Source: an optimization exercise on an open RTL-to-GDS flow (aim: small area, a short achievable clock period and few clock cycles). Production flows keep margins and buffers that such runs may drop.
In this exercise RTL edits were held to simulation tests only and were not proved equivalent to the original.
No activity file was given, so power comes from the tool's default toggle rates.

Design CLE, start of the top module:
module CLE ( clk, reset, rom_q, rom_a, sram_q, sram_a, sram_d, sram_wen, finish);
input         clk;
input         reset;
input  [7:0]  rom_q;
output [6:0]  rom_a;
input  [7:0]  sram_q;
output [9:0]  sram_a;
output [7:0]  sram_d;
output        sram_wen;
output        finish;
reg  [9:0] sram_a;
reg        sram_wen;
reg        finish;
reg        s_wait, s_rs0, s_rs1, s_rs2, s_rs3, s_cmp, s_put, s_slw;
reg        early;        
reg        fin_st;       
reg  [9:0] pos;          
reg  [7:0] P;            
reg        pz;
reg        nNW, nN, nW;  
reg        fNW, fN, fW;  
reg        Lz;           
reg        wf;           
reg  [3:0] mods;         
reg  [7:0] newv;         
reg        decq;         
function [1:0] cmp8;
    input [7:0] a, b;
    reg   [7:0] g, l;
    reg   [3:0] g2, l2;
    reg   [1:0] g4, l4;
    integer i;
    begin
        for (i = 0; i < 8; i = i + 1) begin
            g[i] = a[i] & ~b[i];
            l[i] = ~a[i] & b[i];
        end
        for (i = 0; i < 4; i = i + 1) begin
            g2[i] = g[2*i+1] | (~l[2*i+1] & g[2*i]);
            l2[i] = l[2*i+1] | (~g[2*i+1] & l[2*i]);
        end
        for (i = 0; i < 2; i = i + 1) begin
            g4[i] = g2[2*i+1] | (~l2[2*i+1] & g2[2*i]);
            l4[i] = l2[2*i+1] | (~g2[2*i+1] & l2[2*i]);
        end
        cmp8 = {g4[1] | (~l4[1] & g4[0]), l4[1] | (~g4[1] & l4[0])};
    end
endfunction
reg  [6:0] rom_a;        
reg        f127;         
reg        fdone;        
reg        rv;           
reg  [7:0] cw;
reg        gap;          
assign sram_d = P;
wire [7:0] q_rev = {rom_q[0], rom_q[1], rom_q[2], rom_q[3],
                    rom_q[4], rom_q[5], rom_q[6], rom_q[7]};
wire [7:0] qm = q_rev & {~f127, 6'b111111, ~(~f127 & (rom_a == 7'd0))};
wire [6:0] nbi  = f127 ? 7'd127 : rom_a;
wire       qnz  = qm != 8'd0;
wire       nbv  = rv & ~fdone & qnz;        
wire [7:0] nb   = qm;
wire       nbadj = ~gap;                    
wire [2:0] o      = pos[2:0];
wire       rem_nz = |cw;
wire       avail  = rem_nz | nbv;
wire [7:0] srcw   = rem_nz ? cw : nb;
reg  [2:0] off, offm1;
reg  [7:0] oneh;
always @(*) begin
    casez (srcw)
    8'b???????1: begin off = 3'd0; offm1 = 3'd7; oneh = 8'b00000001; end
    8'b??????10: begin off = 3'd1; offm1 = 3'd0; oneh = 8'b00000010; end
    8'b?????100: begin off = 3'd2; offm1 = 3'd1; oneh = 8'b00000100; end
  ...
Size: ~900 cells after synthesis, roughly 81 flip-flops, roughly 45 I/O pins.
export LEC_CHECK = 0
export ABC_AREA = 1
export CAP_MARGIN = 30
export CORE_MARGIN = 2
export CORE_UTILIZATION = 70
export CTS_BUF_LIST = sky130_fd_sc_hd__clkbuf_8
export PLACE_DENSITY = 0.8
export SETUP_SLACK_MARGIN = 5
export SLEW_MARGIN = 20
create_clock -name core_clock -period 9.0 [get_ports {clk}]
standard.sh (not shown) runs the stock make flow with config.mk's settings and CLKGATE_MAP_FILE= SYNTH_SCRIPT=/design/flow/synth_recipe.tcl, a recipe that flattens the netlist after the stock synthesis.
==> flow/flow/run.sh <==
#!/bin/bash
set -euo pipefail
bash standard.sh "BUFFER_PORTS_ARGS=-buffer_cell sky130_fd_sc_hd__buf_1" finish > flow_make.log 2>&1
The starting point produced a clean layout.
Testbench counts at the start, summed over its fixed seeds: cycles 52,360.
Then changed:
==> flow/run.sh (new file) <==
#!/bin/bash
# synth_recipe.tcl (not shown) runs the flow's synth.tcl, then flattens the netlist and writes it again
# the make line also repeats each setting of config.mk as NAME=value (left out here)
make -C /OpenROAD-flow-scripts/flow DESIGN_CONFIG=/design/flow/config.mk WORK_HOME=/design/flow/orfs CLKGATE_MAP_FILE= SYNTH_SCRIPT=/design/flow/synth_recipe.tcl finish
--- a/flow/config.mk
+++ b/flow/config.mk
@@ -8 +7,0 @@
-export ABC_AREA = 1
@@ -11,3 +10,2 @@
-export CORE_UTILIZATION = 70
-export CTS_BUF_LIST = sky130_fd_sc_hd__clkbuf_8
-export PLACE_DENSITY = 0.8
+export CORE_UTILIZATION = 50
+export PLACE_DENSITY = 0.6
removed: flow/flow/run.sh
removed: flow/standard.sh
Outcome: Global-route usage is lower by 12 points; synthesized cell count is lower by 28%; wire length is lower by about 12%; register-to-register slack loses 0.14 ns; first-iteration DRC count is lower by 54%; count of clock-buffer cells in the layout is higher by 1; sequential power is lower by about 23%; combinational power is lower by 59%.
Then changed:
==> flow/flow/run.sh (new file) <==
#!/bin/bash
set -euo pipefail
bash standard.sh "BUFFER_PORTS_ARGS=-buffer_cell sky130_fd_sc_hd__buf_1" SETUP_SLACK_MARGIN=5.8 finish > flow_make.log 2>&1
==> flow/standard.sh (new file) <==
#!/bin/bash
# synth_recipe.tcl (not shown) runs the flow's synth.tcl, then flattens the netlist and writes it again
# the make line also repeats each setting of config.mk as NAME=value (left out here)
make -C /OpenROAD-flow-scripts/flow DESIGN_CONFIG=/design/flow/config.mk WORK_HOME=/design/flow/orfs CLKGATE_MAP_FILE= SYNTH_SCRIPT=/design/flow/synth_recipe.tcl "${@:-finish}"
--- a/flow/config.mk
+++ b/flow/config.mk
@@ -7,0 +8 @@
+export ABC_AREA = 1
@@ -10,0 +12,2 @@
+export CTS_BUF_LIST = sky130_fd_sc_hd__clkbuf_8
+export GPL_ROUTABILITY_DRIVEN = 0
@@ -12 +14,0 @@
-export SETUP_SLACK_MARGIN = 5
removed: flow/run.sh
Sequential cell count stays the same.
Power grows by 62%.
Count of clock-buffer cells in the layout is unchanged.
Global-route usage grows by 2.2 points.
Then changed:
==> flow/flow/run.sh (replaced) <==
#!/bin/bash
set -euo pipefail
bash standard.sh "BUFFER_PORTS_ARGS=-buffer_cell sky130_fd_sc_hd__buf_1" SETUP_SLACK_MARGIN=6.4 finish > flow_make.log 2>&1
--- a/flow/config.mk
+++ b/flow/config.mk
@@ -13 +12,0 @@
-export GPL_ROUTABILITY_DRIVEN = 0
The changed run completed without violations.
Power goes up by about a fifth.
Final cell count goes up by a few percent.
Combinational power goes up by well over a third.
Setup slack gets better by 0.17 ns.
Die area stays the same.
Clock skew barely changes.
Flip-flop and latch count is unchanged.
Core utilization goes up by 11 points.
Routed wire length goes up by about a fifth.
Then changed:
==> flow/flow/run.sh (replaced) <==
#!/bin/bash
set -euo pipefail
bash standard.sh "BUFFER_PORTS_ARGS=-buffer_cell sky130_fd_sc_hd__buf_1" finish > flow_make.log 2>&1
--- a/flow/config.mk
+++ b/flow/config.mk
@@ -8 +7,0 @@
-export ABC_AREA = 1
@@ -12 +11,3 @@
-export CTS_BUF_LIST = sky130_fd_sc_hd__clkbuf_8
+export CTS_BUF_LIST = sky130_fd_sc_hd__clkbuf_4 sky130_fd_sc_hd__clkbuf_8
+export CTS_CLUSTER_DIAMETER = 60
+export CTS_CLUSTER_SIZE = 20
@@ -13,0 +15 @@
+export SETUP_SLACK_MARGIN = 5
After rerunning:
- The new run went through all stages and came out clean
- first-iteration DRC count goes up slightly
- wire length came out lower by a quarter to a third
- hold slack gains 0.021 ns

---

Another version of the RTL of CLE (not shown whole).
Size: roughly 890 cells after synthesis, about 110 flip-flops, ~0.0079 mm^2 of cells after synthesis.
Design CLE, start of the top module:
module CLE ( clk, reset, rom_q, rom_a, sram_q, sram_a, sram_d, sram_wen, finish);
clock: 9.0 ns
lec_check: 0
cap_margin: 30
core_margin: 2
core_utilization: 50
place_density: 0.6
setup_slack_margin: 3
slew_margin: 20
run.sh (not shown) runs the stock make flow with config.mk's settings and CLKGATE_MAP_FILE= SYNTH_SCRIPT=/design/flow/synth_recipe.tcl, a recipe that flattens the netlist after the stock synthesis.
Stock flow here: none of the scripts above is used.
Testbench counts at the start, summed over its fixed seeds: cycles 52,414.
Edit:
--- a/flow/config.mk
+++ b/flow/config.mk
@@ -11,3 +11,3 @@
 export PLACE_DENSITY = 0.6
-export SETUP_SLACK_MARGIN = 3
+export SETUP_SLACK_MARGIN = 4
 export SLEW_MARGIN = 20
Outcome: Count of clock-buffer cells in the layout stays the same. Register-to-register slack stays flat. Non-clock buffer count does not change. Setup slack does not change. Final area does not change. Area after synthesis does not change.
Edit:
--- a/flow/config.mk
+++ b/flow/config.mk
@@ -11,3 +11,3 @@
 export PLACE_DENSITY = 0.6
-export SETUP_SLACK_MARGIN = 4
+export SETUP_SLACK_MARGIN = 5
 export SLEW_MARGIN = 20
Effect:
- The new run completed without violations
- global-route usage rose by 0.54 points
- setup slack improves by 0.77 ns
- register-to-register slack improved by 0.27 ns
- hold slack hardly moves
- wire length went up by 1.7%
- count of clock-buffer cells in the layout stays the same
- total power is lower by 1.1%
- fmax grows by 20%
- clock power went down by about 2%
- final area is about the same
- area after synthesis is unchanged

---

## v37
RTL: one of the versions met above, not the one the previous note started from.
For scale: ~650 cells after synthesis, roughly 5800 sq um of cells after synthesis.
==> flow/config.mk <==
export PLATFORM = sky130hd
export DESIGN_NAME = CLE
export DESIGN_NICKNAME = CLE
export VERILOG_FILES = /design/flow/design.v
export SDC_FILE = /design/flow/constraint.sdc
export NUM_CORES = 4
export LEC_CHECK = 0
export CAP_MARGIN = 30
export CORE_MARGIN = 2
export CORE_UTILIZATION = 70
export CTS_BUF_LIST = sky130_fd_sc_hd__clkbuf_8
export PLACE_DENSITY = 0.8
export SETUP_SLACK_MARGIN = 5
export SLEW_MARGIN = 20
==> flow/constraint.sdc <==
create_clock -name core_clock -period 9.0 [get_ports {clk}]
set_input_delay 1.8000 -clock core_clock [delete_from_list [all_inputs] [get_ports {clk}]]
set_output_delay 1.8000 -clock core_clock [all_outputs]
set_load 0.01 [all_outputs]
standard.sh (not shown) runs the stock make flow with config.mk's settings and CLKGATE_MAP_FILE= SYNTH_SCRIPT=/design/flow/synth_recipe.tcl, a recipe that flattens the netlist after the stock synthesis.
==> flow/flow/run.sh <==
#!/bin/bash
set -euo pipefail
bash standard.sh "BUFFER_PORTS_ARGS=-buffer_cell sky130_fd_sc_hd__buf_1" finish > flow_make.log 2>&1
Testbench counts of v37, summed over its fixed seeds: cycles 52,360.
## Diff of input files: v16 against v37
Settings: swapping 70 for 50 in CORE_UTILIZATION; putting CTS_CLUSTER_SIZE at 30 where nothing was set; swapping 0.8 for 0.6 in PLACE_DENSITY.
Notes after the runs:
Global routing met3 resource utilization in v16 vs v37: down 0.29 points
The run showing the greater final instance area is v16.
In the tables for v16 and v37, sequential share of layout area reads lower with v16.
Summary of v16 over v37: final wirelength now larger, largest net degree at the start of global routing now smaller, routed length on met3 now smaller, proportion of final cell area spent on non-clock buffers comparable.
v37 → v16: area used by multi-input combinational logic held; clock power held.
Max clock-buffer cell count across v16 and v37: v16
Input changes introduced in v35 (baseline for comparison: v16):
Settings: ABC_AREA newly set to 1; SETUP_SLACK_MARGIN removed (was 5); SLEW_MARGIN changed from 20 to 10; CTS_CLUSTER_SIZE removed (was 30); CAP_MARGIN changed from 30 to 10.
==> flow/flow/run.sh <==
#!/bin/bash
set -euo pipefail
bash standard.sh "BUFFER_PORTS_ARGS=-buffer_cell sky130_fd_sc_hd__buf_1" SETUP_SLACK_MARGIN=5.8 finish > flow_make.log 2>&1
Findings:
- On v35: combinational cell fraction of total power is 21 points higher than what v16 gave.
- v35 vs v16: worst hold-check slack down
- Relative to v16, global-route usage increased by 3.7 points in v35.
- Comparing v35 and v16, number of non-clock inverters in the layout is higher on v35.
- v35 vs v16, worst relative slew slack went down by 7.8 points.
- Core utilization ended up 0.62 points higher on v35 than on v16.
- The lower complex-gate fraction of the synthesized area came out of v35.
- Endpoint of the worst setup timing path: P[5] -> v35, P[1] -> v16
- Instance count of the mapped netlist (lower): v16
What v48 does differently from v35 at the input level:
Settings: a change of CAP_MARGIN from 10 to 30; a change of SLEW_MARGIN from 10 to 20.
==> flow/flow/run.sh <==
#!/bin/bash
set -euo pipefail
bash standard.sh "BUFFER_PORTS_ARGS=-buffer_cell sky130_fd_sc_hd__buf_1" SETUP_SLACK_MARGIN=5.6 finish > flow_make.log 2>&1
==> comparison <==
v48 and v35 ended up with nearly the same via count of the first global-routing pass.
Fmax | v48 vs v35 | v48 slower
Compare v48 and v35 | part of the cycle the worst path needs lower: v35
Looking at launching instance or port of the critical path, the sram_q[7] result is from v48; the sram_q[2] one comes from v35.
v35 -> v48: row count flat
Compared with v35, in v48 number of logic stages on the critical path including buffering went up by 2, combinational share of power went up by 0.8 points, power decreased 2.9%.

[afterwards: timing with drivers on the ports]
How much do the figures lean on ideal ports? The routed layouts below were timed once more, with nothing changed but the port constraints. Step 1, drivers: a clkbuf_16 drives clk and a buf_2 each remaining input, both assumed. Step 2 adds t to the input delays and takes it off the output delays; t is the mean of the earliest and latest rising clock arrival at the registers after step 1. Input paths then give back, and output paths get back, about the clock's delay inside the block. a / b / c = ideal ports / drivers / drivers and shift; a / b = the first two.
run | t, ns | setup slack, ns | pins driven straight from the clock port
the first run of note 1 | 0.399 | 5.706 / 5.720 / 5.321 | 1
the second run of note 1 | 0.383 | 5.080 / 5.102 / 4.719 | 1
the third run of note 1 | 0.417 | 5.918 / 5.934 / 5.516 | 1
the fourth run of note 1 | 0.404 | 6.093 / 6.078 / 5.674 | 1
the fifth run of note 1 | 0.399 | 5.073 / 5.088 / 4.688 | 1
the first run of note 2 | 0.390 | 4.317 / 4.332 / 3.943 | 1
the second run of note 2 | 0.390 | 4.317 / 4.332 / 3.943 | 1
the third run of note 2 | 0.400 | 5.082 / 5.095 / 4.695 | 1
v37 | 0.393 | 5.080 / 5.092 / 4.699 | 1
v16 | 0.397 | 5.071 / 5.085 / 4.689 | 1
v35 | 0.415 | 5.904 / 5.920 / 5.505 | 1
v48 | 0.403 | 5.741 / 5.751 / 5.348 | 1
After both steps every run listed still meets setup and hold. The setup slack of the fourth run of note 1, which loses most, moves by -0.015 ns with the drivers and by -0.419 ns with both steps.
